What follows belongs to an exercise in optimizing a design on an open flow for small area and a short achievable clock period; a production flow would make more cautious choices.
In this exercise RTL edits were held to simulation tests only and were not proved equivalent to the original.

### design/flow/flow/run.sh
#!/bin/bash
# Own layout flow: the standard ORFS flow, with two changes:
#  - synthesis leaves adders to ABC (no full/half-adder cell extraction),
#  - port buffers use the smallest buffer cell.
set -euo pipefail
bash standard.sh ADDER_MAP_FILE= \
  "BUFFER_PORTS_ARGS=-buffer_cell sky130_fd_sc_hd__buf_1" \
  SETUP_SLACK_MARGIN=9.4 finish > run_flow.log 2>&1
### design/flow/standard.sh
#!/bin/bash
# synth_recipe.tcl (not shown) runs the flow's synth.tcl, then flattens the netlist and writes it again
# the make line also repeats each setting of config.mk as NAME=value (left out here)
make -C /OpenROAD-flow-scripts/flow DESIGN_CONFIG=/design/flow/config.mk WORK_HOME=/design/flow/orfs CLKGATE_MAP_FILE= SYNTH_SCRIPT=/design/flow/synth_recipe.tcl "${@:-finish}"
### design/flow/config.mk
export PLATFORM = sky130hd
export DESIGN_NAME = fmac_top
export DESIGN_NICKNAME = fmac_top
export VERILOG_FILES = /design/flow/design.v
export SDC_FILE = /design/flow/constraint.sdc
export NUM_CORES = 4
export LEC_CHECK = 0
export ABC_AREA = 1
export CAP_MARGIN = 20
export CORE_MARGIN = 2
export CORE_UTILIZATION = 40
export SLEW_MARGIN = 20
### design/flow/constraint.sdc
create_clock -name core_clock -period 18.0 [get_ports {i_clk}]
set_input_delay 3.6000 -clock core_clock [delete_from_list [all_inputs] [get_ports {i_clk}]]
set_output_delay 3.6000 -clock core_clock [all_outputs]
set_load 0.01 [all_outputs]
### design/flow/design.v
`timescale 1ns / 1ps
module fmac (
    input  i_clk,
    input  i_reset_n,
    input  i_sel,
    input  [7:0] i_Act_E,
    input  [15:0][3:0] i_Act_M,
    input  [7:0] i_Weight_E,
    input  [15:0][3:0] i_Weight_M,
    input  [7:0]  i_ACC_E,
    input  [23:0] i_ACC_M,
    output logic [7:0] o_Weight_E,
    output logic [15:0][3:0] o_Weight_M,
    output logic [7:0] o_Act_E,
    output logic [15:0][7:0] o_Act_M,
    output logic [7:0]  o_ACC_E,
    output logic [23:0] o_ACC_M
    );
    wire sg0_1 = i_Act_M[0][3] ^ i_Weight_M[0][3];
    wire nsg0_2 = ~sg0_1;
    wire pp0_3 = i_Act_M[0][0] & i_Weight_M[0][0];
    wire pp0_4 = i_Act_M[0][0] & i_Weight_M[0][1];
    wire pp0_5 = i_Act_M[0][0] & i_Weight_M[0][2];
    wire pp0_6 = i_Act_M[0][1] & i_Weight_M[0][0];
    wire pp0_7 = i_Act_M[0][1] & i_Weight_M[0][1];
    wire pp0_8 = i_Act_M[0][1] & i_Weight_M[0][2];
    wire pp0_9 = i_Act_M[0][2] & i_Weight_M[0][0];
    wire pp0_10 = i_Act_M[0][2] & i_Weight_M[0][1];
    wire pp0_11 = i_Act_M[0][2] & i_Weight_M[0][2];
    wire h12 = pp0_4 ^ pp0_6;
    wire k13 = pp0_4 & pp0_6;
    wire s14 = pp0_5 ^ pp0_7 ^ pp0_9;
    wire c15 = (pp0_5 & pp0_7) | (pp0_9 & (pp0_5 ^ pp0_7));
    wire h16 = k13 ^ s14;
    wire k17 = k13 & s14;
    wire s18 = pp0_8 ^ pp0_10 ^ c15;
    wire c19 = (pp0_8 & pp0_10) | (c15 & (pp0_8 ^ pp0_10));
    wire h20 = k17 ^ s18;
    wire k21 = k17 & s18;
    wire s22 = pp0_11 ^ c19 ^ k21;
    wire c23 = (pp0_11 & c19) | (k21 & (pp0_11 ^ c19));
    wire x0_24 = h12 ^ sg0_1;
    wire x0_25 = h16 ^ sg0_1;
    wire x0_26 = h20 ^ sg0_1;
    wire x0_27 = s22 ^ sg0_1;
    wire x0_28 = c23 ^ sg0_1;
    wire sg1_29 = i_Act_M[1][3] ^ i_Weight_M[1][3];
    wire nsg1_30 = ~sg1_29;
    wire pp1_31 = i_Act_M[1][0] & i_Weight_M[1][0];
    wire pp1_32 = i_Act_M[1][0] & i_Weight_M[1][1];
    wire pp1_33 = i_Act_M[1][0] & i_Weight_M[1][2];
    wire pp1_34 = i_Act_M[1][1] & i_Weight_M[1][0];
    wire pp1_35 = i_Act_M[1][1] & i_Weight_M[1][1];
    wire pp1_36 = i_Act_M[1][1] & i_Weight_M[1][2];
    wire pp1_37 = i_Act_M[1][2] & i_Weight_M[1][0];
    wire pp1_38 = i_Act_M[1][2] & i_Weight_M[1][1];
    wire pp1_39 = i_Act_M[1][2] & i_Weight_M[1][2];
    wire h40 = pp1_32 ^ pp1_34;
    wire k41 = pp1_32 & pp1_34;
    wire s42 = pp1_33 ^ pp1_35 ^ pp1_37;
    wire c43 = (pp1_33 & pp1_35) | (pp1_37 & (pp1_33 ^ pp1_35));
    wire h44 = k41 ^ s42;
    wire k45 = k41 & s42;
    wire s46 = pp1_36 ^ pp1_38 ^ c43;
    wire c47 = (pp1_36 & pp1_38) | (c43 & (pp1_36 ^ pp1_38));
    wire h48 = k45 ^ s46;
    wire k49 = k45 & s46;
    wire s50 = pp1_39 ^ c47 ^ k49;
    wire c51 = (pp1_39 & c47) | (k49 & (pp1_39 ^ c47));
    wire x1_52 = h40 ^ sg1_29;
    wire x1_53 = h44 ^ sg1_29;
    wire x1_54 = h48 ^ sg1_29;
    wire x1_55 = s50 ^ sg1_29;
    wire x1_56 = c51 ^ sg1_29;
    wire sg2_57 = i_Act_M[2][3] ^ i_Weight_M[2][3];
    wire nsg2_58 = ~sg2_57;
    wire pp2_59 = i_Act_M[2][0] & i_Weight_M[2][0];
    wire pp2_60 = i_Act_M[2][0] & i_Weight_M[2][1];
    wire pp2_61 = i_Act_M[2][0] & i_Weight_M[2][2];
    wire pp2_62 = i_Act_M[2][1] & i_Weight_M[2][0];
    wire pp2_63 = i_Act_M[2][1] & i_Weight_M[2][1];
    wire pp2_64 = i_Act_M[2][1] & i_Weight_M[2][2];
    wire pp2_65 = i_Act_M[2][2] & i_Weight_M[2][0];
    wire pp2_66 = i_Act_M[2][2] & i_Weight_M[2][1];
    wire pp2_67 = i_Act_M[2][2] & i_Weight_M[2][2];
    wire h68 = pp2_60 ^ pp2_62;
    wire k69 = pp2_60 & pp2_62;
    wire s70 = pp2_61 ^ pp2_63 ^ pp2_65;
    wire c71 = (pp2_61 & pp2_63) | (pp2_65 & (pp2_61 ^ pp2_63));
    wire h72 = k69 ^ s70;
    wire k73 = k69 & s70;
    wire s74 = pp2_64 ^ pp2_66 ^ c71;
    wire c75 = (pp2_64 & pp2_66) | (c71 & (pp2_64 ^ pp2_66));
    wire h76 = k73 ^ s74;
    wire k77 = k73 & s74;
    wire s78 = pp2_67 ^ c75 ^ k77;
    wire c79 = (pp2_67 & c75) | (k77 & (pp2_67 ^ c75));
    wire x2_80 = h68 ^ sg2_57;
    wire x2_81 = h72 ^ sg2_57;
    wire x2_82 = h76 ^ sg2_57;
    wire x2_83 = s78 ^ sg2_57;
    wire x2_84 = c79 ^ sg2_57;
    wire sg3_85 = i_Act_M[3][3] ^ i_Weight_M[3][3];
    wire nsg3_86 = ~sg3_85;
    wire pp3_87 = i_Act_M[3][0] & i_Weight_M[3][0];
    wire pp3_88 = i_Act_M[3][0] & i_Weight_M[3][1];
    wire pp3_89 = i_Act_M[3][0] & i_Weight_M[3][2];
    wire pp3_90 = i_Act_M[3][1] & i_Weight_M[3][0];
    wire pp3_91 = i_Act_M[3][1] & i_Weight_M[3][1];
    wire pp3_92 = i_Act_M[3][1] & i_Weight_M[3][2];
    wire pp3_93 = i_Act_M[3][2] & i_Weight_M[3][0];
    wire pp3_94 = i_Act_M[3][2] & i_Weight_M[3][1];
    wire pp3_95 = i_Act_M[3][2] & i_Weight_M[3][2];
    wire h96 = pp3_88 ^ pp3_90;
    wire k97 = pp3_88 & pp3_90;
    wire s98 = pp3_89 ^ pp3_91 ^ pp3_93;
    wire c99 = (pp3_89 & pp3_91) | (pp3_93 & (pp3_89 ^ pp3_91));
    wire h100 = k97 ^ s98;
    wire k101 = k97 & s98;
    wire s102 = pp3_92 ^ pp3_94 ^ c99;
    wire c103 = (pp3_92 & pp3_94) | (c99 & (pp3_92 ^ pp3_94));
    wire h104 = k101 ^ s102;
    wire k105 = k101 & s102;
    wire s106 = pp3_95 ^ c103 ^ k105;
    wire c107 = (pp3_95 & c103) | (k105 & (pp3_95 ^ c103));
    wire x3_108 = h96 ^ sg3_85;
    wire x3_109 = h100 ^ sg3_85;
    wire x3_110 = h104 ^ sg3_85;
    wire x3_111 = s106 ^ sg3_85;
    wire x3_112 = c107 ^ sg3_85;
    wire sg4_113 = i_Act_M[4][3] ^ i_Weight_M[4][3];
    wire nsg4_114 = ~sg4_113;
    wire pp4_115 = i_Act_M[4][0] & i_Weight_M[4][0];
    wire pp4_116 = i_Act_M[4][0] & i_Weight_M[4][1];
    wire pp4_117 = i_Act_M[4][0] & i_Weight_M[4][2];
    wire pp4_118 = i_Act_M[4][1] & i_Weight_M[4][0];
    wire pp4_119 = i_Act_M[4][1] & i_Weight_M[4][1];
    wire pp4_120 = i_Act_M[4][1] & i_Weight_M[4][2];
    wire pp4_121 = i_Act_M[4][2] & i_Weight_M[4][0];
    wire pp4_122 = i_Act_M[4][2] & i_Weight_M[4][1];
    wire pp4_123 = i_Act_M[4][2] & i_Weight_M[4][2];
    wire h124 = pp4_116 ^ pp4_118;
    wire k125 = pp4_116 & pp4_118;
    wire s126 = pp4_117 ^ pp4_119 ^ pp4_121;
    wire c127 = (pp4_117 & pp4_119) | (pp4_121 & (pp4_117 ^ pp4_119));
    wire h128 = k125 ^ s126;
    wire k129 = k125 & s126;
    wire s130 = pp4_120 ^ pp4_122 ^ c127;
    wire c131 = (pp4_120 & pp4_122) | (c127 & (pp4_120 ^ pp4_122));
    wire h132 = k129 ^ s130;
    wire k133 = k129 & s130;
    wire s134 = pp4_123 ^ c131 ^ k133;
    wire c135 = (pp4_123 & c131) | (k133 & (pp4_123 ^ c131));
    wire x4_136 = h124 ^ sg4_113;
    wire x4_137 = h128 ^ sg4_113;
    wire x4_138 = h132 ^ sg4_113;
    wire x4_139 = s134 ^ sg4_113;
    wire x4_140 = c135 ^ sg4_113;
    wire sg5_141 = i_Act_M[5][3] ^ i_Weight_M[5][3];
    wire nsg5_142 = ~sg5_141;
    wire pp5_143 = i_Act_M[5][0] & i_Weight_M[5][0];
    wire pp5_144 = i_Act_M[5][0] & i_Weight_M[5][1];
    wire pp5_145 = i_Act_M[5][0] & i_Weight_M[5][2];
    wire pp5_146 = i_Act_M[5][1] & i_Weight_M[5][0];
    wire pp5_147 = i_Act_M[5][1] & i_Weight_M[5][1];
    wire pp5_148 = i_Act_M[5][1] & i_Weight_M[5][2];
    wire pp5_149 = i_Act_M[5][2] & i_Weight_M[5][0];
    wire pp5_150 = i_Act_M[5][2] & i_Weight_M[5][1];
    wire pp5_151 = i_Act_M[5][2] & i_Weight_M[5][2];
    wire h152 = pp5_144 ^ pp5_146;
    wire k153 = pp5_144 & pp5_146;
    wire s154 = pp5_145 ^ pp5_147 ^ pp5_149;
    wire c155 = (pp5_145 & pp5_147) | (pp5_149 & (pp5_145 ^ pp5_147));
    wire h156 = k153 ^ s154;
    wire k157 = k153 & s154;
    wire s158 = pp5_148 ^ pp5_150 ^ c155;
    wire c159 = (pp5_148 & pp5_150) | (c155 & (pp5_148 ^ pp5_150));
    wire h160 = k157 ^ s158;
    wire k161 = k157 & s158;
    wire s162 = pp5_151 ^ c159 ^ k161;
    wire c163 = (pp5_151 & c159) | (k161 & (pp5_151 ^ c159));
    wire x5_164 = h152 ^ sg5_141;
    wire x5_165 = h156 ^ sg5_141;
    wire x5_166 = h160 ^ sg5_141;
    wire x5_167 = s162 ^ sg5_141;
    wire x5_168 = c163 ^ sg5_141;
    wire sg6_169 = i_Act_M[6][3] ^ i_Weight_M[6][3];
    wire nsg6_170 = ~sg6_169;
    wire pp6_171 = i_Act_M[6][0] & i_Weight_M[6][0];
    wire pp6_172 = i_Act_M[6][0] & i_Weight_M[6][1];
    wire pp6_173 = i_Act_M[6][0] & i_Weight_M[6][2];
    wire pp6_174 = i_Act_M[6][1] & i_Weight_M[6][0];
    wire pp6_175 = i_Act_M[6][1] & i_Weight_M[6][1];
    wire pp6_176 = i_Act_M[6][1] & i_Weight_M[6][2];
    wire pp6_177 = i_Act_M[6][2] & i_Weight_M[6][0];
    wire pp6_178 = i_Act_M[6][2] & i_Weight_M[6][1];
    wire pp6_179 = i_Act_M[6][2] & i_Weight_M[6][2];
    wire h180 = pp6_172 ^ pp6_174;
    wire k181 = pp6_172 & pp6_174;
    wire s182 = pp6_173 ^ pp6_175 ^ pp6_177;
    wire c183 = (pp6_173 & pp6_175) | (pp6_177 & (pp6_173 ^ pp6_175));
    wire h184 = k181 ^ s182;
    wire k185 = k181 & s182;
    wire s186 = pp6_176 ^ pp6_178 ^ c183;
    wire c187 = (pp6_176 & pp6_178) | (c183 & (pp6_176 ^ pp6_178));
    wire h188 = k185 ^ s186;
    wire k189 = k185 & s186;
    wire s190 = pp6_179 ^ c187 ^ k189;
    wire c191 = (pp6_179 & c187) | (k189 & (pp6_179 ^ c187));
    wire x6_192 = h180 ^ sg6_169;
    wire x6_193 = h184 ^ sg6_169;
    wire x6_194 = h188 ^ sg6_169;
    wire x6_195 = s190 ^ sg6_169;
    wire x6_196 = c191 ^ sg6_169;
    wire sg7_197 = i_Act_M[7][3] ^ i_Weight_M[7][3];
    wire nsg7_198 = ~sg7_197;
    wire pp7_199 = i_Act_M[7][0] & i_Weight_M[7][0];
    wire pp7_200 = i_Act_M[7][0] & i_Weight_M[7][1];
    wire pp7_201 = i_Act_M[7][0] & i_Weight_M[7][2];
    wire pp7_202 = i_Act_M[7][1] & i_Weight_M[7][0];
    wire pp7_203 = i_Act_M[7][1] & i_Weight_M[7][1];
    wire pp7_204 = i_Act_M[7][1] & i_Weight_M[7][2];
    wire pp7_205 = i_Act_M[7][2] & i_Weight_M[7][0];
    wire pp7_206 = i_Act_M[7][2] & i_Weight_M[7][1];
    wire pp7_207 = i_Act_M[7][2] & i_Weight_M[7][2];
    wire h208 = pp7_200 ^ pp7_202;
    wire k209 = pp7_200 & pp7_202;
    wire s210 = pp7_201 ^ pp7_203 ^ pp7_205;
    wire c211 = (pp7_201 & pp7_203) | (pp7_205 & (pp7_201 ^ pp7_203));
    wire h212 = k209 ^ s210;
    wire k213 = k209 & s210;
    wire s214 = pp7_204 ^ pp7_206 ^ c211;
    wire c215 = (pp7_204 & pp7_206) | (c211 & (pp7_204 ^ pp7_206));
    wire h216 = k213 ^ s214;
    wire k217 = k213 & s214;
    wire s218 = pp7_207 ^ c215 ^ k217;
    wire c219 = (pp7_207 & c215) | (k217 & (pp7_207 ^ c215));
    wire x7_220 = h208 ^ sg7_197;
    wire x7_221 = h212 ^ sg7_197;
    wire x7_222 = h216 ^ sg7_197;
    wire x7_223 = s218 ^ sg7_197;
    wire x7_224 = c219 ^ sg7_197;
    wire sg8_225 = i_Act_M[8][3] ^ i_Weight_M[8][3];
    wire nsg8_226 = ~sg8_225;
    wire pp8_227 = i_Act_M[8][0] & i_Weight_M[8][0];
    wire pp8_228 = i_Act_M[8][0] & i_Weight_M[8][1];
    wire pp8_229 = i_Act_M[8][0] & i_Weight_M[8][2];
    wire pp8_230 = i_Act_M[8][1] & i_Weight_M[8][0];
    wire pp8_231 = i_Act_M[8][1] & i_Weight_M[8][1];
    wire pp8_232 = i_Act_M[8][1] & i_Weight_M[8][2];
    wire pp8_233 = i_Act_M[8][2] & i_Weight_M[8][0];
    wire pp8_234 = i_Act_M[8][2] & i_Weight_M[8][1];
    wire pp8_235 = i_Act_M[8][2] & i_Weight_M[8][2];
    wire h236 = pp8_228 ^ pp8_230;
    wire k237 = pp8_228 & pp8_230;
    wire s238 = pp8_229 ^ pp8_231 ^ pp8_233;
    wire c239 = (pp8_229 & pp8_231) | (pp8_233 & (pp8_229 ^ pp8_231));
    wire h240 = k237 ^ s238;
    wire k241 = k237 & s238;
    wire s242 = pp8_232 ^ pp8_234 ^ c239;
    wire c243 = (pp8_232 & pp8_234) | (c239 & (pp8_232 ^ pp8_234));
    wire h244 = k241 ^ s242;
    wire k245 = k241 & s242;
    wire s246 = pp8_235 ^ c243 ^ k245;
    wire c247 = (pp8_235 & c243) | (k245 & (pp8_235 ^ c243));
    wire x8_248 = h236 ^ sg8_225;
    wire x8_249 = h240 ^ sg8_225;
    wire x8_250 = h244 ^ sg8_225;
    wire x8_251 = s246 ^ sg8_225;
    wire x8_252 = c247 ^ sg8_225;
    wire sg9_253 = i_Act_M[9][3] ^ i_Weight_M[9][3];
    wire nsg9_254 = ~sg9_253;
    wire pp9_255 = i_Act_M[9][0] & i_Weight_M[9][0];
    wire pp9_256 = i_Act_M[9][0] & i_Weight_M[9][1];
    wire pp9_257 = i_Act_M[9][0] & i_Weight_M[9][2];
    wire pp9_258 = i_Act_M[9][1] & i_Weight_M[9][0];
    wire pp9_259 = i_Act_M[9][1] & i_Weight_M[9][1];
    wire pp9_260 = i_Act_M[9][1] & i_Weight_M[9][2];
    wire pp9_261 = i_Act_M[9][2] & i_Weight_M[9][0];
    wire pp9_262 = i_Act_M[9][2] & i_Weight_M[9][1];
    wire pp9_263 = i_Act_M[9][2] & i_Weight_M[9][2];
    wire h264 = pp9_256 ^ pp9_258;
    wire k265 = pp9_256 & pp9_258;
    wire s266 = pp9_257 ^ pp9_259 ^ pp9_261;
    wire c267 = (pp9_257 & pp9_259) | (pp9_261 & (pp9_257 ^ pp9_259));
    wire h268 = k265 ^ s266;
    wire k269 = k265 & s266;
    wire s270 = pp9_260 ^ pp9_262 ^ c267;
    wire c271 = (pp9_260 & pp9_262) | (c267 & (pp9_260 ^ pp9_262));
    wire h272 = k269 ^ s270;
    wire k273 = k269 & s270;
    wire s274 = pp9_263 ^ c271 ^ k273;
    wire c275 = (pp9_263 & c271) | (k273 & (pp9_263 ^ c271));
    wire x9_276 = h264 ^ sg9_253;
    wire x9_277 = h268 ^ sg9_253;
    wire x9_278 = h272 ^ sg9_253;
    wire x9_279 = s274 ^ sg9_253;
    wire x9_280 = c275 ^ sg9_253;
    wire sg10_281 = i_Act_M[10][3] ^ i_Weight_M[10][3];
    wire nsg10_282 = ~sg10_281;
    wire pp10_283 = i_Act_M[10][0] & i_Weight_M[10][0];
    wire pp10_284 = i_Act_M[10][0] & i_Weight_M[10][1];
    wire pp10_285 = i_Act_M[10][0] & i_Weight_M[10][2];
    wire pp10_286 = i_Act_M[10][1] & i_Weight_M[10][0];
    wire pp10_287 = i_Act_M[10][1] & i_Weight_M[10][1];
    wire pp10_288 = i_Act_M[10][1] & i_Weight_M[10][2];
    wire pp10_289 = i_Act_M[10][2] & i_Weight_M[10][0];
    wire pp10_290 = i_Act_M[10][2] & i_Weight_M[10][1];
    wire pp10_291 = i_Act_M[10][2] & i_Weight_M[10][2];
    wire h292 = pp10_284 ^ pp10_286;
    wire k293 = pp10_284 & pp10_286;
    wire s294 = pp10_285 ^ pp10_287 ^ pp10_289;
    wire c295 = (pp10_285 & pp10_287) | (pp10_289 & (pp10_285 ^ pp10_287));
    wire h296 = k293 ^ s294;
    wire k297 = k293 & s294;
    wire s298 = pp10_288 ^ pp10_290 ^ c295;
    wire c299 = (pp10_288 & pp10_290) | (c295 & (pp10_288 ^ pp10_290));
    wire h300 = k297 ^ s298;
    wire k301 = k297 & s298;
    wire s302 = pp10_291 ^ c299 ^ k301;
    wire c303 = (pp10_291 & c299) | (k301 & (pp10_291 ^ c299));
    wire x10_304 = h292 ^ sg10_281;
    wire x10_305 = h296 ^ sg10_281;
    wire x10_306 = h300 ^ sg10_281;
    wire x10_307 = s302 ^ sg10_281;
    wire x10_308 = c303 ^ sg10_281;
    wire sg11_309 = i_Act_M[11][3] ^ i_Weight_M[11][3];
    wire nsg11_310 = ~sg11_309;
    wire pp11_311 = i_Act_M[11][0] & i_Weight_M[11][0];
    wire pp11_312 = i_Act_M[11][0] & i_Weight_M[11][1];
    wire pp11_313 = i_Act_M[11][0] & i_Weight_M[11][2];
    wire pp11_314 = i_Act_M[11][1] & i_Weight_M[11][0];
    wire pp11_315 = i_Act_M[11][1] & i_Weight_M[11][1];
    wire pp11_316 = i_Act_M[11][1] & i_Weight_M[11][2];
    wire pp11_317 = i_Act_M[11][2] & i_Weight_M[11][0];
    wire pp11_318 = i_Act_M[11][2] & i_Weight_M[11][1];
    wire pp11_319 = i_Act_M[11][2] & i_Weight_M[11][2];
    wire h320 = pp11_312 ^ pp11_314;
    wire k321 = pp11_312 & pp11_314;
    wire s322 = pp11_313 ^ pp11_315 ^ pp11_317;
    wire c323 = (pp11_313 & pp11_315) | (pp11_317 & (pp11_313 ^ pp11_315));
    wire h324 = k321 ^ s322;
    wire k325 = k321 & s322;
    wire s326 = pp11_316 ^ pp11_318 ^ c323;
    wire c327 = (pp11_316 & pp11_318) | (c323 & (pp11_316 ^ pp11_318));
    wire h328 = k325 ^ s326;
    wire k329 = k325 & s326;
    wire s330 = pp11_319 ^ c327 ^ k329;
    wire c331 = (pp11_319 & c327) | (k329 & (pp11_319 ^ c327));
    wire x11_332 = h320 ^ sg11_309;
    wire x11_333 = h324 ^ sg11_309;
    wire x11_334 = h328 ^ sg11_309;
    wire x11_335 = s330 ^ sg11_309;
    wire x11_336 = c331 ^ sg11_309;
    wire sg12_337 = i_Act_M[12][3] ^ i_Weight_M[12][3];
    wire nsg12_338 = ~sg12_337;
    wire pp12_339 = i_Act_M[12][0] & i_Weight_M[12][0];
    wire pp12_340 = i_Act_M[12][0] & i_Weight_M[12][1];
    wire pp12_341 = i_Act_M[12][0] & i_Weight_M[12][2];
    wire pp12_342 = i_Act_M[12][1] & i_Weight_M[12][0];
    wire pp12_343 = i_Act_M[12][1] & i_Weight_M[12][1];
    wire pp12_344 = i_Act_M[12][1] & i_Weight_M[12][2];
    wire pp12_345 = i_Act_M[12][2] & i_Weight_M[12][0];
    wire pp12_346 = i_Act_M[12][2] & i_Weight_M[12][1];
    wire pp12_347 = i_Act_M[12][2] & i_Weight_M[12][2];
    wire h348 = pp12_340 ^ pp12_342;
    wire k349 = pp12_340 & pp12_342;
    wire s350 = pp12_341 ^ pp12_343 ^ pp12_345;
    wire c351 = (pp12_341 & pp12_343) | (pp12_345 & (pp12_341 ^ pp12_343));
    wire h352 = k349 ^ s350;
    wire k353 = k349 & s350;
    wire s354 = pp12_344 ^ pp12_346 ^ c351;
    wire c355 = (pp12_344 & pp12_346) | (c351 & (pp12_344 ^ pp12_346));
    wire h356 = k353 ^ s354;
    wire k357 = k353 & s354;
    wire s358 = pp12_347 ^ c355 ^ k357;
    wire c359 = (pp12_347 & c355) | (k357 & (pp12_347 ^ c355));
    wire x12_360 = h348 ^ sg12_337;
    wire x12_361 = h352 ^ sg12_337;
    wire x12_362 = h356 ^ sg12_337;
    wire x12_363 = s358 ^ sg12_337;
    wire x12_364 = c359 ^ sg12_337;
    wire sg13_365 = i_Act_M[13][3] ^ i_Weight_M[13][3];
    wire nsg13_366 = ~sg13_365;
    wire pp13_367 = i_Act_M[13][0] & i_Weight_M[13][0];
    wire pp13_368 = i_Act_M[13][0] & i_Weight_M[13][1];
    wire pp13_369 = i_Act_M[13][0] & i_Weight_M[13][2];
    wire pp13_370 = i_Act_M[13][1] & i_Weight_M[13][0];
    wire pp13_371 = i_Act_M[13][1] & i_Weight_M[13][1];
    wire pp13_372 = i_Act_M[13][1] & i_Weight_M[13][2];
    wire pp13_373 = i_Act_M[13][2] & i_Weight_M[13][0];
    wire pp13_374 = i_Act_M[13][2] & i_Weight_M[13][1];
    wire pp13_375 = i_Act_M[13][2] & i_Weight_M[13][2];
    wire h376 = pp13_368 ^ pp13_370;
    wire k377 = pp13_368 & pp13_370;
    wire s378 = pp13_369 ^ pp13_371 ^ pp13_373;
    wire c379 = (pp13_369 & pp13_371) | (pp13_373 & (pp13_369 ^ pp13_371));
    wire h380 = k377 ^ s378;
    wire k381 = k377 & s378;
    wire s382 = pp13_372 ^ pp13_374 ^ c379;
    wire c383 = (pp13_372 & pp13_374) | (c379 & (pp13_372 ^ pp13_374));
    wire h384 = k381 ^ s382;
    wire k385 = k381 & s382;
    wire s386 = pp13_375 ^ c383 ^ k385;
    wire c387 = (pp13_375 & c383) | (k385 & (pp13_375 ^ c383));
    wire x13_388 = h376 ^ sg13_365;
    wire x13_389 = h380 ^ sg13_365;
    wire x13_390 = h384 ^ sg13_365;
    wire x13_391 = s386 ^ sg13_365;
    wire x13_392 = c387 ^ sg13_365;
    wire sg14_393 = i_Act_M[14][3] ^ i_Weight_M[14][3];
    wire nsg14_394 = ~sg14_393;
    wire pp14_395 = i_Act_M[14][0] & i_Weight_M[14][0];
    wire pp14_396 = i_Act_M[14][0] & i_Weight_M[14][1];
    wire pp14_397 = i_Act_M[14][0] & i_Weight_M[14][2];
    wire pp14_398 = i_Act_M[14][1] & i_Weight_M[14][0];
    wire pp14_399 = i_Act_M[14][1] & i_Weight_M[14][1];
    wire pp14_400 = i_Act_M[14][1] & i_Weight_M[14][2];
    wire pp14_401 = i_Act_M[14][2] & i_Weight_M[14][0];
    wire pp14_402 = i_Act_M[14][2] & i_Weight_M[14][1];
    wire pp14_403 = i_Act_M[14][2] & i_Weight_M[14][2];
    wire h404 = pp14_396 ^ pp14_398;
    wire k405 = pp14_396 & pp14_398;
    wire s406 = pp14_397 ^ pp14_399 ^ pp14_401;
    wire c407 = (pp14_397 & pp14_399) | (pp14_401 & (pp14_397 ^ pp14_399));
    wire h408 = k405 ^ s406;
    wire k409 = k405 & s406;
    wire s410 = pp14_400 ^ pp14_402 ^ c407;
    wire c411 = (pp14_400 & pp14_402) | (c407 & (pp14_400 ^ pp14_402));
    wire h412 = k409 ^ s410;
    wire k413 = k409 & s410;
    wire s414 = pp14_403 ^ c411 ^ k413;
    wire c415 = (pp14_403 & c411) | (k413 & (pp14_403 ^ c411));
    wire x14_416 = h404 ^ sg14_393;
    wire x14_417 = h408 ^ sg14_393;
    wire x14_418 = h412 ^ sg14_393;
    wire x14_419 = s414 ^ sg14_393;
    wire x14_420 = c415 ^ sg14_393;
    wire sg15_421 = i_Act_M[15][3] ^ i_Weight_M[15][3];
    wire nsg15_422 = ~sg15_421;
    wire pp15_423 = i_Act_M[15][0] & i_Weight_M[15][0];
    wire pp15_424 = i_Act_M[15][0] & i_Weight_M[15][1];
    wire pp15_425 = i_Act_M[15][0] & i_Weight_M[15][2];
    wire pp15_426 = i_Act_M[15][1] & i_Weight_M[15][0];
    wire pp15_427 = i_Act_M[15][1] & i_Weight_M[15][1];
    wire pp15_428 = i_Act_M[15][1] & i_Weight_M[15][2];
    wire pp15_429 = i_Act_M[15][2] & i_Weight_M[15][0];
    wire pp15_430 = i_Act_M[15][2] & i_Weight_M[15][1];
    wire pp15_431 = i_Act_M[15][2] & i_Weight_M[15][2];
    wire h432 = pp15_424 ^ pp15_426;
    wire k433 = pp15_424 & pp15_426;
    wire s434 = pp15_425 ^ pp15_427 ^ pp15_429;
    wire c435 = (pp15_425 & pp15_427) | (pp15_429 & (pp15_425 ^ pp15_427));
    wire h436 = k433 ^ s434;
    wire k437 = k433 & s434;
    wire s438 = pp15_428 ^ pp15_430 ^ c435;
    wire c439 = (pp15_428 & pp15_430) | (c435 & (pp15_428 ^ pp15_430));
    wire h440 = k437 ^ s438;
    wire k441 = k437 & s438;
    wire s442 = pp15_431 ^ c439 ^ k441;
    wire c443 = (pp15_431 & c439) | (k441 & (pp15_431 ^ c439));
    wire x15_444 = h432 ^ sg15_421;
    wire x15_445 = h436 ^ sg15_421;
    wire x15_446 = h440 ^ sg15_421;
    wire x15_447 = s442 ^ sg15_421;
    wire x15_448 = c443 ^ sg15_421;
    wire q449 = ~(pp0_3 ^ pp1_31);
    wire o450 = pp0_3 | pp1_31;
    wire s451 = pp2_59 ^ pp3_87 ^ pp4_115;
    wire c452 = (pp2_59 & pp3_87) | (pp4_115 & (pp2_59 ^ pp3_87));
    wire s453 = pp5_143 ^ pp6_171 ^ pp7_199;
    wire c454 = (pp5_143 & pp6_171) | (pp7_199 & (pp5_143 ^ pp6_171));
    wire s455 = pp8_227 ^ pp9_255 ^ pp10_283;
    wire c456 = (pp8_227 & pp9_255) | (pp10_283 & (pp8_227 ^ pp9_255));
    wire s457 = pp11_311 ^ pp12_339 ^ pp13_367;
    wire c458 = (pp11_311 & pp12_339) | (pp13_367 & (pp11_311 ^ pp12_339));
    wire s459 = pp14_395 ^ pp15_423 ^ q449;
    wire c460 = (pp14_395 & pp15_423) | (q449 & (pp14_395 ^ pp15_423));
    wire s461 = s451 ^ s453 ^ s455;
    wire c462 = (s451 & s453) | (s455 & (s451 ^ s453));
    wire s463 = s457 ^ s459 ^ s461;
    wire c464 = (s457 & s459) | (s461 & (s457 ^ s459));
    wire q465 = ~((sg0_1 & ~pp0_3) ^ (sg1_29 & ~pp1_31));
    wire o466 = (sg0_1 & ~pp0_3) | (sg1_29 & ~pp1_31);
    wire s467 = (sg2_57 & ~pp2_59) ^ (sg3_85 & ~pp3_87) ^ (sg4_113 & ~pp4_115);
    wire c468 = ((sg2_57 & ~pp2_59) & (sg3_85 & ~pp3_87)) | ((sg4_113 & ~pp4_115) & ((sg2_57 & ~pp2_59) ^ (sg3_85 & ~pp3_87)));
    wire s469 = (sg5_141 & ~pp5_143) ^ (sg6_169 & ~pp6_171) ^ (sg7_197 & ~pp7_199);
    wire c470 = ((sg5_141 & ~pp5_143) & (sg6_169 & ~pp6_171)) | ((sg7_197 & ~pp7_199) & ((sg5_141 & ~pp5_143) ^ (sg6_169 & ~pp6_171)));
    wire s471 = (sg8_225 & ~pp8_227) ^ (sg9_253 & ~pp9_255) ^ (sg10_281 & ~pp10_283);
    wire c472 = ((sg8_225 & ~pp8_227) & (sg9_253 & ~pp9_255)) | ((sg10_281 & ~pp10_283) & ((sg8_225 & ~pp8_227) ^ (sg9_253 & ~pp9_255)));
    wire s473 = (sg11_309 & ~pp11_311) ^ (sg12_337 & ~pp12_339) ^ (sg13_365 & ~pp13_367);
    wire c474 = ((sg11_309 & ~pp11_311) & (sg12_337 & ~pp12_339)) | ((sg13_365 & ~pp13_367) & ((sg11_309 & ~pp11_311) ^ (sg12_337 & ~pp12_339)));
    wire s475 = (sg14_393 & ~pp14_395) ^ (sg15_421 & ~pp15_423) ^ o450;
    wire c476 = ((sg14_393 & ~pp14_395) & (sg15_421 & ~pp15_423)) | (o450 & ((sg14_393 & ~pp14_395) ^ (sg15_421 & ~pp15_423)));
    wire s477 = c452 ^ c454 ^ c456;
    wire c478 = (c452 & c454) | (c456 & (c452 ^ c454));
    wire s479 = c458 ^ q465 ^ x0_24;
    wire c480 = (c458 & q465) | (x0_24 & (c458 ^ q465));
    wire s481 = x1_52 ^ x2_80 ^ x3_108;
    wire c482 = (x1_52 & x2_80) | (x3_108 & (x1_52 ^ x2_80));
    wire s483 = x4_136 ^ x5_164 ^ x6_192;
    wire c484 = (x4_136 & x5_164) | (x6_192 & (x4_136 ^ x5_164));
    wire s485 = x7_220 ^ x8_248 ^ x9_276;
    wire c486 = (x7_220 & x8_248) | (x9_276 & (x7_220 ^ x8_248));
    wire s487 = x10_304 ^ x11_332 ^ x12_360;
    wire c488 = (x10_304 & x11_332) | (x12_360 & (x10_304 ^ x11_332));
    wire s489 = x13_388 ^ x14_416 ^ x15_444;
    wire c490 = (x13_388 & x14_416) | (x15_444 & (x13_388 ^ x14_416));
    wire s491 = s467 ^ s469 ^ s471;
    wire c492 = (s467 & s469) | (s471 & (s467 ^ s469));
    wire s493 = s473 ^ c460 ^ s475;
    wire c494 = (s473 & c460) | (s475 & (s473 ^ c460));
    wire s495 = c462 ^ s477 ^ s479;
    wire c496 = (c462 & s477) | (s479 & (c462 ^ s477));
    wire s497 = s481 ^ s483 ^ s485;
    wire c498 = (s481 & s483) | (s485 & (s481 ^ s483));
    wire s499 = s487 ^ s489 ^ s491;
    wire c500 = (s487 & s489) | (s491 & (s487 ^ s489));
    wire s501 = s493 ^ c464 ^ s495;
    wire c502 = (s493 & c464) | (s495 & (s493 ^ c464));
    wire s503 = s497 ^ s499 ^ s501;
    wire c504 = (s497 & s499) | (s501 & (s497 ^ s499));
    wire q505 = ~(o466 ^ c468);
    wire o506 = o466 | c468;
    wire s507 = c470 ^ c472 ^ c474;
    wire c508 = (c470 & c472) | (c474 & (c470 ^ c472));
    wire s509 = c476 ^ q505 ^ c478;
    wire c510 = (c476 & q505) | (c478 & (c476 ^ q505));
    wire s511 = c480 ^ c482 ^ c484;
    wire c512 = (c480 & c482) | (c484 & (c480 ^ c482));
    wire s513 = c486 ^ c488 ^ c490;
    wire c514 = (c486 & c488) | (c490 & (c486 ^ c488));
    wire s515 = x0_25 ^ x1_53 ^ x2_81;
    wire c516 = (x0_25 & x1_53) | (x2_81 & (x0_25 ^ x1_53));
    wire s517 = x3_109 ^ x4_137 ^ x5_165;
    wire c518 = (x3_109 & x4_137) | (x5_165 & (x3_109 ^ x4_137));
    wire s519 = x6_193 ^ x7_221 ^ x8_249;
    wire c520 = (x6_193 & x7_221) | (x8_249 & (x6_193 ^ x7_221));
    wire s521 = x9_277 ^ x10_305 ^ x11_333;
    wire c522 = (x9_277 & x10_305) | (x11_333 & (x9_277 ^ x10_305));
    wire s523 = x12_361 ^ x13_389 ^ x14_417;
    wire c524 = (x12_361 & x13_389) | (x14_417 & (x12_361 ^ x13_389));
    wire s525 = x15_445 ^ c492 ^ s507;
    wire c526 = (x15_445 & c492) | (s507 & (x15_445 ^ c492));
    wire s527 = c494 ^ s509 ^ s511;
    wire c528 = (c494 & s509) | (s511 & (c494 ^ s509));
    wire s529 = s513 ^ c496 ^ c498;
    wire c530 = (s513 & c496) | (c498 & (s513 ^ c496));
    wire s531 = s515 ^ s517 ^ s519;
    wire c532 = (s515 & s517) | (s519 & (s515 ^ s517));
    wire s533 = s521 ^ s523 ^ s525;
    wire c534 = (s521 & s523) | (s525 & (s521 ^ s523));
    wire s535 = c500 ^ c502 ^ s527;
    wire c536 = (c500 & c502) | (s527 & (c500 ^ c502));
    wire s537 = s529 ^ s531 ^ s533;
    wire c538 = (s529 & s531) | (s533 & (s529 ^ s531));
    wire s539 = c504 ^ s535 ^ s537;
    wire c540 = (c504 & s535) | (s537 & (c504 ^ s535));
    wire q541 = ~(o506 ^ c508);
    wire o542 = o506 | c508;
    wire s543 = c510 ^ q541 ^ c512;
    wire c544 = (c510 & q541) | (c512 & (c510 ^ q541));
    wire s545 = c514 ^ x0_26 ^ x1_54;
    wire c546 = (c514 & x0_26) | (x1_54 & (c514 ^ x0_26));
    wire s547 = x2_82 ^ x3_110 ^ x4_138;
    wire c548 = (x2_82 & x3_110) | (x4_138 & (x2_82 ^ x3_110));
    wire s549 = x5_166 ^ x6_194 ^ x7_222;
    wire c550 = (x5_166 & x6_194) | (x7_222 & (x5_166 ^ x6_194));
    wire s551 = x8_250 ^ x9_278 ^ x10_306;
    wire c552 = (x8_250 & x9_278) | (x10_306 & (x8_250 ^ x9_278));
    wire s553 = x11_334 ^ x12_362 ^ x13_390;
    wire c554 = (x11_334 & x12_362) | (x13_390 & (x11_334 ^ x12_362));
    wire s555 = x14_418 ^ x15_446 ^ c516;
    wire c556 = (x14_418 & x15_446) | (c516 & (x14_418 ^ x15_446));
    wire s557 = c518 ^ c520 ^ c522;
    wire c558 = (c518 & c520) | (c522 & (c518 ^ c520));
    wire s559 = c524 ^ c526 ^ s543;
    wire c560 = (c524 & c526) | (s543 & (c524 ^ c526));
    wire s561 = c528 ^ c530 ^ c532;
    wire c562 = (c528 & c530) | (c532 & (c528 ^ c530));
    wire s563 = s545 ^ s547 ^ s549;
    wire c564 = (s545 & s547) | (s549 & (s545 ^ s547));
    wire s565 = s551 ^ s553 ^ s555;
    wire c566 = (s551 & s553) | (s555 & (s551 ^ s553));
    wire s567 = s557 ^ c534 ^ c536;
    wire c568 = (s557 & c534) | (c536 & (s557 ^ c534));
    wire s569 = s559 ^ s561 ^ s563;
    wire c570 = (s559 & s561) | (s563 & (s559 ^ s561));
    wire s571 = s565 ^ c538 ^ s567;
    wire c572 = (s565 & c538) | (s567 & (s565 ^ c538));
    wire s573 = s569 ^ c540 ^ s571;
    wire c574 = (s569 & c540) | (s571 & (s569 ^ c540));
    wire q575 = ~(o542 ^ c544);
    wire o576 = o542 | c544;
    wire s577 = x0_27 ^ x1_55 ^ x2_83;
    wire c578 = (x0_27 & x1_55) | (x2_83 & (x0_27 ^ x1_55));
    wire s579 = x3_111 ^ x4_139 ^ x5_167;
    wire c580 = (x3_111 & x4_139) | (x5_167 & (x3_111 ^ x4_139));
    wire s581 = x6_195 ^ x7_223 ^ x8_251;
    wire c582 = (x6_195 & x7_223) | (x8_251 & (x6_195 ^ x7_223));
    wire s583 = x9_279 ^ x10_307 ^ x11_335;
    wire c584 = (x9_279 & x10_307) | (x11_335 & (x9_279 ^ x10_307));
    wire s585 = x12_363 ^ x13_391 ^ x14_419;
    wire c586 = (x12_363 & x13_391) | (x14_419 & (x12_363 ^ x13_391));
    wire s587 = x15_447 ^ c546 ^ c548;
    wire c588 = (x15_447 & c546) | (c548 & (x15_447 ^ c546));
    wire s589 = c550 ^ c552 ^ c554;
    wire c590 = (c550 & c552) | (c554 & (c550 ^ c552));
    wire s591 = c556 ^ c558 ^ q575;
    wire c592 = (c556 & c558) | (q575 & (c556 ^ c558));
    wire s593 = c560 ^ s577 ^ s579;
    wire c594 = (c560 & s577) | (s579 & (c560 ^ s577));
    wire s595 = s581 ^ s583 ^ s585;
    wire c596 = (s581 & s583) | (s585 & (s581 ^ s583));
    wire s597 = c562 ^ c564 ^ c566;
    wire c598 = (c562 & c564) | (c566 & (c562 ^ c564));
    wire s599 = s587 ^ s589 ^ s591;
    wire c600 = (s587 & s589) | (s591 & (s587 ^ s589));
    wire s601 = c568 ^ s593 ^ s595;
    wire c602 = (c568 & s593) | (s595 & (c568 ^ s593));
    wire s603 = c570 ^ s597 ^ s599;
    wire c604 = (c570 & s597) | (s599 & (c570 ^ s597));
    wire s605 = c572 ^ s601 ^ s603;
    wire c606 = (c572 & s601) | (s603 & (c572 ^ s601));
    wire q607 = ~(x0_28 ^ x1_56);
    wire o608 = x0_28 | x1_56;
    wire s609 = x2_84 ^ x3_112 ^ x4_140;
    wire c610 = (x2_84 & x3_112) | (x4_140 & (x2_84 ^ x3_112));
    wire s611 = x5_168 ^ x6_196 ^ x7_224;
    wire c612 = (x5_168 & x6_196) | (x7_224 & (x5_168 ^ x6_196));
    wire s613 = x8_252 ^ x9_280 ^ x10_308;
    wire c614 = (x8_252 & x9_280) | (x10_308 & (x8_252 ^ x9_280));
    wire s615 = x11_336 ^ x12_364 ^ x13_392;
    wire c616 = (x11_336 & x12_364) | (x13_392 & (x11_336 ^ x12_364));
    wire s617 = x14_420 ^ x15_448 ^ o576;
    wire c618 = (x14_420 & x15_448) | (o576 & (x14_420 ^ x15_448));
    wire s619 = q607 ^ c578 ^ c580;
    wire c620 = (q607 & c578) | (c580 & (q607 ^ c578));
    wire s621 = c582 ^ c584 ^ c586;
    wire c622 = (c582 & c584) | (c586 & (c582 ^ c584));
    wire s623 = s609 ^ s611 ^ s613;
    wire c624 = (s609 & s611) | (s613 & (s609 ^ s611));
    wire s625 = s615 ^ c588 ^ c590;
    wire c626 = (s615 & c588) | (c590 & (s615 ^ c588));
    wire s627 = c592 ^ s617 ^ c594;
    wire c628 = (c592 & s617) | (c594 & (c592 ^ s617));
    wire s629 = c596 ^ s619 ^ s621;
    wire c630 = (c596 & s619) | (s621 & (c596 ^ s619));
    wire s631 = s623 ^ c598 ^ s625;
    wire c632 = (s623 & c598) | (s625 & (s623 ^ c598));
    wire s633 = c600 ^ c602 ^ s627;
    wire c634 = (c600 & c602) | (s627 & (c600 ^ c602));
    wire s635 = s629 ^ s631 ^ c604;
    wire c636 = (s629 & s631) | (c604 & (s629 ^ s631));
    wire s637 = s633 ^ c606 ^ s635;
    wire c638 = (s633 & c606) | (s635 & (s633 ^ c606));
    wire q639 = ~(nsg0_2 ^ nsg1_30);
    wire o640 = nsg0_2 | nsg1_30;
    wire s641 = nsg2_58 ^ nsg3_86 ^ nsg4_114;
    wire c642 = (nsg2_58 & nsg3_86) | (nsg4_114 & (nsg2_58 ^ nsg3_86));
    wire s643 = nsg5_142 ^ nsg6_170 ^ nsg7_198;
    wire c644 = (nsg5_142 & nsg6_170) | (nsg7_198 & (nsg5_142 ^ nsg6_170));
    wire s645 = nsg8_226 ^ nsg9_254 ^ nsg10_282;
    wire c646 = (nsg8_226 & nsg9_254) | (nsg10_282 & (nsg8_226 ^ nsg9_254));
    wire s647 = nsg11_310 ^ nsg12_338 ^ nsg13_366;
    wire c648 = (nsg11_310 & nsg12_338) | (nsg13_366 & (nsg11_310 ^ nsg12_338));
    wire s649 = nsg14_394 ^ nsg15_422 ^ q639;
    wire c650 = (nsg14_394 & nsg15_422) | (q639 & (nsg14_394 ^ nsg15_422));
    wire s651 = s641 ^ s643 ^ s645;
    wire c652 = (s641 & s643) | (s645 & (s641 ^ s643));
    wire s653 = s647 ^ s649 ^ s651;
    wire c654 = (s647 & s649) | (s651 & (s647 ^ s649));
    wire s655 = s653 ^ o608 ^ c610;
    wire c656 = (s653 & o608) | (c610 & (s653 ^ o608));
    wire s657 = c612 ^ c614 ^ c616;
    wire c658 = (c612 & c614) | (c616 & (c612 ^ c614));
    wire s659 = c618 ^ c620 ^ c622;
    wire c660 = (c618 & c620) | (c622 & (c618 ^ c620));
    wire s661 = c624 ^ s655 ^ s657;
    wire c662 = (c624 & s655) | (s657 & (c624 ^ s655));
    wire s663 = c626 ^ c628 ^ c630;
    wire c664 = (c626 & c628) | (c630 & (c626 ^ c628));
    wire s665 = s659 ^ s661 ^ c632;
    wire c666 = (s659 & s661) | (c632 & (s659 ^ s661));
    wire s667 = c634 ^ s663 ^ s665;
    wire c668 = (c634 & s663) | (s665 & (c634 ^ s663));
    wire s669 = c636 ^ s667 ^ c638;
    wire c670 = (c636 & s667) | (c638 & (c636 ^ s667));
    wire q671 = ~(o640 ^ c642);
    wire o672 = o640 | c642;
    wire s673 = c644 ^ c646 ^ c648;
    wire c674 = (c644 & c646) | (c648 & (c644 ^ c646));
    wire s675 = c650 ^ q671 ^ c652;
    wire c676 = (c650 & q671) | (c652 & (c650 ^ q671));
    wire s677 = s673 ^ s675 ^ c654;
    wire c678 = (s673 & s675) | (c654 & (s673 ^ s675));
    wire s679 = s677 ^ c656 ^ c658;
    wire c680 = (s677 & c656) | (c658 & (s677 ^ c656));
    wire s681 = c660 ^ c662 ^ s679;
    wire c682 = (c660 & c662) | (s679 & (c660 ^ c662));
    wire s683 = c664 ^ s681 ^ c666;
    wire c684 = (c664 & s681) | (c666 & (c664 ^ s681));
    wire s685 = c668 ^ s683 ^ c670;
    wire c686 = (c668 & s683) | (c670 & (c668 ^ s683));
    wire q687 = ~(o672 ^ c674);
    wire o688 = o672 | c674;
    wire s689 = q687 ^ c676 ^ c678;
    wire c690 = (q687 & c676) | (c678 & (q687 ^ c676));
    wire s691 = s689 ^ c680 ^ c682;
    wire c692 = (s689 & c680) | (c682 & (s689 ^ c680));
    wire s693 = s691 ^ c684 ^ c686;
    wire c694 = (s691 & c684) | (c686 & (s691 ^ c684));
    wire q695 = ~(o688 ^ c690);
    wire o696 = o688 | c690;
    wire s697 = q695 ^ c692 ^ c694;
    wire c698 = (q695 & c692) | (c694 & (q695 ^ c692));
    wire [10:0] X = {o696, s697, s693, s685, s669, s637, c574, s573, s539, s503, s463};
    wire [10:0] Y = {c698, 1'b0, 1'b0, 1'b0, 1'b0, 1'b0, s605, 1'b0, 1'b0, 1'b0, 1'b0};
    wire [10:0] cg = X & Y;
    wire [10:0] cp = X ^ Y;
    wire gg699 = cg[1] | (cp[1] & cg[0]);
    wire gp700 = cp[1] & cp[0];
    wire gg701 = cg[2] | (cp[2] & cg[1]);
    wire gp702 = cp[2] & cp[1];
    wire gg703 = cg[3] | (cp[3] & cg[2]);
    wire gp704 = cp[3] & cp[2];
    wire gg705 = cg[4] | (cp[4] & cg[3]);
    wire gp706 = cp[4] & cp[3];
    wire gg707 = cg[5] | (cp[5] & cg[4]);
    wire gp708 = cp[5] & cp[4];
    wire gg709 = cg[6] | (cp[6] & cg[5]);
    wire gp710 = cp[6] & cp[5];
    wire gg711 = cg[7] | (cp[7] & cg[6]);
    wire gp712 = cp[7] & cp[6];
    wire gg713 = cg[8] | (cp[8] & cg[7]);
    wire gp714 = cp[8] & cp[7];
    wire gg715 = cg[9] | (cp[9] & cg[8]);
    wire gp716 = cp[9] & cp[8];
    wire gg717 = cg[10] | (cp[10] & cg[9]);
    wire gp718 = cp[10] & cp[9];
    wire gg719 = gg701 | (gp702 & cg[0]);
    wire gp720 = gp702 & cp[0];
    wire gg721 = gg703 | (gp704 & gg699);
    wire gp722 = gp704 & gp700;
    wire gg723 = gg705 | (gp706 & gg701);
    wire gp724 = gp706 & gp702;
    wire gg725 = gg707 | (gp708 & gg703);
    wire gp726 = gp708 & gp704;
    wire gg727 = gg709 | (gp710 & gg705);
    wire gp728 = gp710 & gp706;
    wire gg729 = gg711 | (gp712 & gg707);
    wire gp730 = gp712 & gp708;
    wire gg731 = gg713 | (gp714 & gg709);
    wire gp732 = gp714 & gp710;
    wire gg733 = gg715 | (gp716 & gg711);
    wire gp734 = gp716 & gp712;
    wire gg735 = gg717 | (gp718 & gg713);
    wire gp736 = gp718 & gp714;
    wire gg737 = gg723 | (gp724 & cg[0]);
    wire gp738 = gp724 & cp[0];
    wire gg739 = gg725 | (gp726 & gg699);
    wire gp740 = gp726 & gp700;
    wire gg741 = gg727 | (gp728 & gg719);
    wire gp742 = gp728 & gp720;
    wire gg743 = gg729 | (gp730 & gg721);
    wire gp744 = gp730 & gp722;
    wire gg745 = gg731 | (gp732 & gg723);
    wire gp746 = gp732 & gp724;
    wire gg747 = gg733 | (gp734 & gg725);
    wire gp748 = gp734 & gp726;
    wire gg749 = gg735 | (gp736 & gg727);
    wire gp750 = gp736 & gp728;
    wire gg751 = gg745 | (gp746 & cg[0]);
    wire gp752 = gp746 & cp[0];
    wire gg753 = gg747 | (gp748 & gg699);
    wire gp754 = gp748 & gp700;
    wire gg755 = gg749 | (gp750 & gg719);
    wire gp756 = gp750 & gp720;
    wire [10:0] T = {(cp[10] ^ gg753), (cp[9] ^ gg751), (cp[8] ^ gg743), (cp[7] ^ gg741), (cp[6] ^ gg739), (cp[5] ^ gg737), (cp[4] ^ gg721), (cp[3] ^ gg719), (cp[2] ^ gg699), (cp[1] ^ cg[0]), (cp[0])};
    wire [10:0] U = {(cp[10] ^ (gg753 | gp754)), (cp[9] ^ (gg751 | gp752)), (cp[8] ^ (gg743 | gp744)), (cp[7] ^ (gg741 | gp742)), (cp[6] ^ (gg739 | gp740)), (cp[5] ^ (gg737 | gp738)), (cp[4] ^ (gg721 | gp722)), (cp[3] ^ (gg719 | gp720)), (cp[2] ^ (gg699 | gp700)), (cp[1] ^ (cg[0] | cp[0])), (~cp[0])};
    wire       sgn  = U[10];
    wire [9:0] mag  = sgn ? ~T[9:0] : U[9:0];
    wire       zero = &(X ^ Y);                 
    function automatic [3:0] lzc10(input [9:0] v);
        lzc10 = 4'd9;
        for (int k = 0; k < 10; k = k + 1)
            if (v[k]) lzc10 = 4'(9 - k);
    endfunction
    wire [3:0] lz_p = lzc10(U[9:0]);
    wire [3:0] lz_n = lzc10(~T[9:0]);
    wire [3:0] lz   = sgn ? lz_n : lz_p;
    wire [9:0] m4 = mag << lz;
    wire [8:0] e   = {1'b0, i_Act_E} + {1'b0, i_Weight_E};
    wire [9:0] e3  = {1'b0, e} + 10'd3;
    wire [5:0] eh  = e3[9:4];
    wire [5:0] ehm = e3[9:4] - 6'd1;
    wire [4:0] xl  = {1'b0, e3[3:0]} - {1'b0, lz};
    wire       bw  = xl[4];
    wire [7:0] xe  = {bw ? ehm[3:0] : eh[3:0], xl[3:0]};
    wire       lo15 = &xl[3:0];
    wire       ovf0 = (eh  >= 6'd16) | ((eh  == 6'd15) & lo15);
    wire       ovf1 = (ehm >= 6'd16) & (eh != 6'd0) | ((ehm == 6'd15) & lo15);
    wire       ovf = bw ? ovf1 : ovf0;                
    wire       unf = bw & (eh == 6'd0);               
    wire [9:0] fu  = mag << e[2:0];                   
    logic [7:0]  fp_exp;
    logic [23:0] fp_man;
    always_comb begin
        if (zero) begin
            fp_exp = e[7:0];
            fp_man = 24'd0;
        end else if (ovf) begin
            fp_exp = 8'hFF;
            fp_man = 24'd0;
        end else if (unf) begin
            fp_exp = 8'd0;
            fp_man = {sgn, fu, 13'd0};
        end else begin
            fp_exp = xe;
            fp_man = {sgn, m4[8:0], 1'b0, 13'd0};
        end
    end
    always_ff @ (posedge i_clk or negedge i_reset_n) begin
        if (~i_reset_n) begin
            o_Act_E    <= 0;
            o_Weight_E <= 0;
            o_ACC_E    <= 0;
            o_ACC_M    <= 0;
            o_Act_M    <= 0;
            o_Weight_M <= 0;
        end else begin
            o_Act_E    <= i_Act_E;
            o_Weight_E <= i_Weight_E;
            o_ACC_E    <= fp_exp;
            o_ACC_M    <= fp_man;
            for (int j = 0; j < 16; j = j + 1) begin
                o_Act_M[j]    <= {4'd0, i_Act_M[j]};
                o_Weight_M[j] <= i_Weight_M[j];
            end
        end
    end
endmodule
module fmac_top (
    input          i_clk,
    input          i_reset_n,
    input          i_sel,
    input  [7:0]   i_Act_E,
    input  [63:0]  i_Act_M,
    input  [7:0]   i_Weight_E,
    input  [63:0]  i_Weight_M,
    input  [7:0]   i_ACC_E,
    input  [23:0]  i_ACC_M,
    output [7:0]   o_Weight_E,
    output [63:0]  o_Weight_M,
    output [7:0]   o_Act_E,
    output [127:0] o_Act_M,
    output [7:0]   o_ACC_E,
    output [23:0]  o_ACC_M
);
    fmac u_fmac (
        .i_clk      (i_clk),
        .i_reset_n  (i_reset_n),
        .i_sel      (i_sel),
        .i_Act_E    (i_Act_E),
        .i_Act_M    (i_Act_M),
        .i_Weight_E (i_Weight_E),
        .i_Weight_M (i_Weight_M),
        .i_ACC_E    (i_ACC_E),
        .i_ACC_M    (i_ACC_M),
        .o_Weight_E (o_Weight_E),
        .o_Weight_M (o_Weight_M),
        .o_Act_E    (o_Act_E),
        .o_Act_M    (o_Act_M),
        .o_ACC_E    (o_ACC_E),
        .o_ACC_M    (o_ACC_M)
    );
endmodule
==> run notes, run 1 <==
CTS Sinks -> 163
Worst EP required -> 18.41 ns
I/O pin cnt -> 419
Most frequent cell after synthesis -> nand2_1
Slew Viols, Final -> 0
Syn Inst Count -> 2684
Drc violations -> 0
Antenna diode count -> 0
Mean post-synth cell area -> 5.85 µm²
Via density -> 4.87
Setup_tns -> 0 ns
H-tree depth -> 4
Layout cell share with drive strength beyond 1 -> 0.313
Top-area cell type share of the netlist area -> 0.290
Synth Warn # -> 1
Initial antenna violation count -> 0
HP Class -> primary input to async pin
CP arrival -> 8.94 ns
Final worst path period need -> 8.53 ns
Largest net degree at the start of global routing -> 77
Yosys cell types -> 53
Mapped Area -> 15700 µm²
Tot GR Track Use -> 0.210
Root Buffer Master -> clkbuf_16
Max Cap Viol -> 0
Chip width -> 202 µm
CTS Buf Count -> 17
TritonCTS clock tree -> built
Status -> finished clean
Remaining global-route overflow -> 0
Die Height -> 202 µm
CP Class -> primary input to flop
Rows -> 72
#FFs+latches synth -> 163
Routed via count -> 17800
TritonRoute pass-1 iters -> 7
Iteration-0 DRC Markers -> 778
Top FF cell, synth -> dfrtp_1
Synth cell count leaders -> 1215 x nand2_1, 308 x inv_1, 268 x nand3_1, 163 x dfrtp_1, 153 x nor2_1
Final hold vios -> 0
Core ar. -> 38700 µm²
Top cells by area, synth -> nand2_1 29%, dfrtp_1 26%, nand3_1 8.5%
Die area -> 40900 µm²
Final net count -> 3300
Post-synth EDFFs -> 0
Worst-path clk slew -> 0.07 ns
Crit-path most repeated cell -> nand2_2
First-pass GRT wire length -> 69700 µm
DP Wirelength -> 36200 µm
Met3 Usage GRT -> 0.0421
Share of flip-flops with an asynchronous set or reset -> 1.00
Critical-path maximum fanout -> 7
GRT busiest layer -> met2
Vias in the first global route -> 14900
Critical Path Source Type -> primary input
Hold Buf Count CTS -> 0
Area Growth Syn to Fin -> 40.9%
Total Routed Length -> 47900 µm
CP Capture Type -> flop
Initial Util -> 0.406
F_max -> 117 MHz
Slew headroom -> 0.373
Buffers on Ports -> 308
Antenna-violating nets left -> 0
Unrepaired setup endpoints after global routing -> true
Tightest Pin Transition -> 0.940 ns
Post-synthesis sequential area ratio -> 0.260
Delay of the slowest critical-path stage -> 0.28 ns
GRT met1 Usage -> 0.276
Placer Congestion -> 0.880
Setup violations, final -> 0
Biggest area consumer among synthesized cells -> nand2_1
Routed WL per cell -> 13.1 µm
Crit-path slowest cell -> or2_4
CTS max path bufs -> 2
Final period util -> 0.474
Met2 Use GR -> 0.351
## area by class of cell
type / count / area [µm²]
Clock buffer: 17 / 425
Timing Repair Buffer: 423 / 2310
Inverter: 330 / 1290
Multi-Input combinational cell: 2186 / 13200
Clock inverter: 15 / 181
Sequential cell: 163 / 4080
Tap cell: 518 / 648
Fill cell: 3733 / 16600
## registers in the layout, indices dropped and copies added (netlist names)
name,flops
u_fmac.o_ACC_M,11
u_fmac.o_Weight_M,64
u_fmac.o_Weight_E,8
u_fmac.o_ACC_E,8
u_fmac.o_Act_E,8
u_fmac.o_Act_M,64
## what timing repair did
| action | CTS | global route |
|---|---|---|
| pin swaps | 7 | 205 |
| hold endpoints to repair | 0 | 0 |
| resized for setup | 38 | 1002 |
| gates cloned | 1 | 4 |
| endpoints found under the setup margin | 19 | 19 |
| buffers inserted | 8 | 104 |
## per-stage QoR
step                setup slack, ns  utilization  hold slack (ns)  cell area [µm²]  instances
floorplan                     10.03            -             3.30            16000       2760
global placement               8.34        0.444             3.55            17200       3503
detailed placement             8.25        0.444             3.54            17200       3503
CTS                            9.40        0.465             3.02            18000       3544
global route                   9.19        0.571             3.04            22100       3652
finish                         9.47        0.571             3.04            22100       3652
## cells in the final DEF (no fill, tap or decap), types with 25 or more instances in the layout
cell,n
buf_1,194
o21ai_0,56
xor2_1,33
nand2_4,98
inv_2,50
clkbuf_2,78
nand3_2,84
dfrtp_1,163
nand3_4,34
inv_1,265
conb_1,77
nor2_2,45
nand3b_1,32
o21ai_1,33
nand2_2,221
nand2_1,941
buf_4,117
nor2_1,90
nor2_4,25
nand3_1,172
## worst max-delay path, delay by kind of cell
| family | cells | cell delay (ns) |
|---|---|---|
| compound gates | 3 | 0.65 |
| buf+inv | 5 | 0.51 |
| simple gates | 36 | 4.01 |
| xor+xnor | 1 | 0.15 |
## final timing paths
kind | slack [ns] | end | depth (start not counted) | start
worst max-delay path | 9.47 | u_fmac.o_ACC_E[2] | 45 | i_Act_M[49]
worst min-delay path | 3.04 | u_fmac.o_Act_M[48] | 1 | i_reset_n
min in group core_clock | 3.25 | u_fmac.o_Weight_M[13] | 1 | i_Weight_M[13]
max in group asynchronous | 13.70 | u_fmac.o_Act_M[104] | 2 | i_reset_n
## logic make-up after synthesis
family / synth area share
AND/OR/NAND/NOR: 0.492
buffers and inverters: 0.119
AO/OA/AOI/OAI: 0.0806
flip-flops: 0.260
XOR/XNOR: 0.0453
adder cells (fa/ha/maj): 0.00326
other: 0.000239
## routing by layer
metal | wire [µm] | vias up
met5 | 0 | -
met2 | 23400 | 419
li1 | - | 9136
met1 | 21500 | 8189
met3 | 2470 | 36
met4 | 574 | 0
==> run 2, diff against run 1 <==
--- a/design/flow/flow/run.sh
+++ b/design/flow/flow/run.sh
@@ -6,3 +6,3 @@
 bash standard.sh ADDER_MAP_FILE= \
   "BUFFER_PORTS_ARGS=-buffer_cell sky130_fd_sc_hd__buf_1" \
-  SETUP_SLACK_MARGIN=9.4 finish > run_flow.log 2>&1
+  SETUP_SLACK_MARGIN=8.9 finish > run_flow.log 2>&1
==> run 2 against run 1 <==
Net effect: still clean on timing, DRC and antenna; first-iteration DRC count is 7.3% higher; hold slack improved by 0.0048 ns; highest routed layer unchanged.
==> run notes, run 2 <==
TritonCTS clock tree -> built
Regs by FF count -> u_fmac.o_Act_M: 64 flops, u_fmac.o_Weight_M: 64 flops, u_fmac.o_ACC_M: 11 flops
Most frequent cell after synthesis -> nand2_1
Total Routed Length -> 43800 µm
Critical Path Source Type -> primary input
Synth cell count leaders -> 1215 x nand2_1, 308 x inv_1, 268 x nand3_1, 163 x dfrtp_1, 153 x nor2_1
Die Height -> 202 µm
Tot GR Track Use -> 0.209
Antenna-violating nets left -> 0
Root Buffer Master -> clkbuf_16
Yosys cell types -> 53
Mean post-synth cell area -> 5.85 µm²
First-pass GRT wire length -> 69300 µm
Worst EP required -> 18.35 ns
Iteration-0 DRC Markers -> 835
I/O pin cnt -> 419
Core ar. -> 38700 µm²
Buffer and inverter count on the worst path -> 5
F_max -> 115 MHz
Status -> finished clean
Die area -> 40900 µm²
Inst Count DP -> 3503
Vias in the first global route -> 14800
Drc violations -> 0
Initial Util -> 0.406
H-tree depth -> 4
Final worst path period need -> 8.72 ns
CP Class -> primary input to flop
Tightest Pin Transition -> 0.941 ns
Leading cell types in the layout, fill and taps excluded -> 1171 x nand2_1, 306 x inv_1, 269 x buf_1, 256 x nand3_1, 163 x dfrtp_1
Worst-path clk slew -> 0.07 ns
CP delay by family, top -> simple AND/OR/NAND/NOR gates
Delay of the slowest critical-path stage -> 0.43 ns
CP arrival -> 9.07 ns
Max Cap Viol -> 0
Synth Warn # -> 1
CTS Sinks -> 163
Top-area cell type share of the netlist area -> 0.290
Commonest non-fill, non-tap cell in the layout -> nand2_1
Crit-path most repeated cell -> nand2_2
Setup_tns -> 0 ns
Pre-CTS setup slack -> 8.25 ns
Crit path launch -> i_Act_M[49]
CP Capture Type -> flop
Crit path depth -> 39
DP Wirelength -> 36200 µm
Chip width -> 202 µm
Placer Congestion -> 0.880
Buffers on Ports -> 308
Slew Viols, Final -> 0
Slew headroom -> 0.373
Critical-path maximum fanout -> 9
Hold Buf Count CTS -> 0
Mapped Area -> 15700 µm²
Crit-path slowest cell -> maj3_2
Post-synth EDFFs -> 0
Post-synthesis sequential area ratio -> 0.260
Final hold vios -> 0
Layout cell share with drive strength beyond 1 -> 0.112
Antenna diode count -> 0
Remaining global-route overflow -> 0
Routed WL per cell -> 12.3 µm
Setup WS post-layout -> 9.28 ns
Rows -> 72
Final period util -> 0.484
Top FF cell, synth -> dfrtp_1
Largest net degree at the start of global routing -> 77
Unrepaired setup endpoints after global routing -> false
Worst hold margin -> 3.05 ns
Final net count -> 3204
Area Growth Syn to Fin -> 18.3%
Syn Inst Count -> 2684
CTS max path bufs -> 2
Routed via count -> 17000
Final non-filler cell total -> 3556
#FFs+latches synth -> 163
Via density -> 4.77
TritonRoute pass-1 iters -> 6
Share of flip-flops with an asynchronous set or reset -> 1.00
Biggest area consumer among synthesized cells -> nand2_1
CTS Buf Count -> 17
Number of fill cells in the layout -> 4110
HP Class -> primary input to async pin
Initial antenna violation count -> 0
Setup violations, final -> 0
Top cells by area, synth -> nand2_1 29%, dfrtp_1 26%, nand3_1 8.5%
[run 2: cell types whose count changed in the layout (fill, tap and decap cells not counted), sizes merged]
| cell | delta |
|---|---|
| nand2 | -1 |
| clkinv | -1 |
| inv | +1 |
| buf | -45 |
| clkbuf | -50 |
[run 2: what timing repair did]
| item | in CTS | in global routing |
|---|---|---|
| setup endpoints to repair | 15 | 19 |
| gates resized for setup | 0 | 191 |
| gates cloned | 1 | 2 |
| buffers inserted | 0 | 18 |
| pin swaps | 1 | 28 |
[run 2: logic make-up (layout without fill, tap and decap cells)]
logic type               after synthesis  in the layout  synth area share
AO/OA/AOI/OAI                        215            215            0.0806
other                                  1             77          0.000239
buffers and inverters                415            690             0.119
adder cells (fa/ha/maj)                5              5           0.00326
flip-flops                           163            163             0.260
AND/OR/NAND/NOR                     1808           1811             0.492
XOR/XNOR                              77             77            0.0453
[run 2: layout make-up]
class / instances / area [µm²] / area share
clock buffer: 17 / 425 / 0.0229
sequential: 163 / 4080 / 0.219
multi-input combinational: 2185 / 10600 / 0.572
tap: 518 / 648 / 0.0349
inverter: 330 / 1250 / 0.0672
clock inverter: 15 / 181 / 0.00976
timing repair buffer: 328 / 1370 / 0.0737
[run 2: worst paths after layout]
check                                 endpoint  slack [ns]
min in group core_clock      u_fmac.o_Act_M[3]        3.27
min                         u_fmac.o_Act_M[48]        3.05
max                         u_fmac.o_ACC_M[15]        9.28
max in group asynchronous  u_fmac.o_Act_M[104]       13.70
[run 2: metrics by stage]
step / util / instance area [µm²]
after floorplan: - / 16000
after global placement: 0.444 / 17200
after detailed placement: 0.444 / 17200
after CTS: 0.460 / 17800
after global routing: 0.480 / 18600
final: 0.480 / 18600
[run 2: metal layers]
layer	global-route usage	part of all wire	up-vias
li1	-	-	8929
met4	0.0553	0.017	0
met5	0	0	-
met1	0.275	0.47	7557
met2	0.350	0.45	425
met3	0.0421	0.059	43

-- what the ideal ports hide --
No port has a modelled driver above. Below, the same layouts with a new extraction and two added sets of constraints. Step 1 assumes that a clkbuf_16 drives the clock port and a buf_2 every other input. Step 2 moves the port delays by t, midway between the first and last clock arrival at a register: inputs arrive t later, outputs are due t later. That takes back most of the time a late clock gives input paths. a / b / c = ideal / step 1 / step 2; a / b = the first two.
| run | shift t [ns] | setup WS [ns] | worst setup path after step 2 |
|---|---|---|---|
| run 1 | 0.522 | 9.473 / 9.488 / 8.965 | input to register |
| run 2 | 0.517 | 9.281 / 9.287 / 8.770 | input to register |
After both steps every run listed still meets setup and hold. For run 2, which loses most, drivers alone change the setup slack by +0.006 ns; drivers and shift together by -0.511 ns.
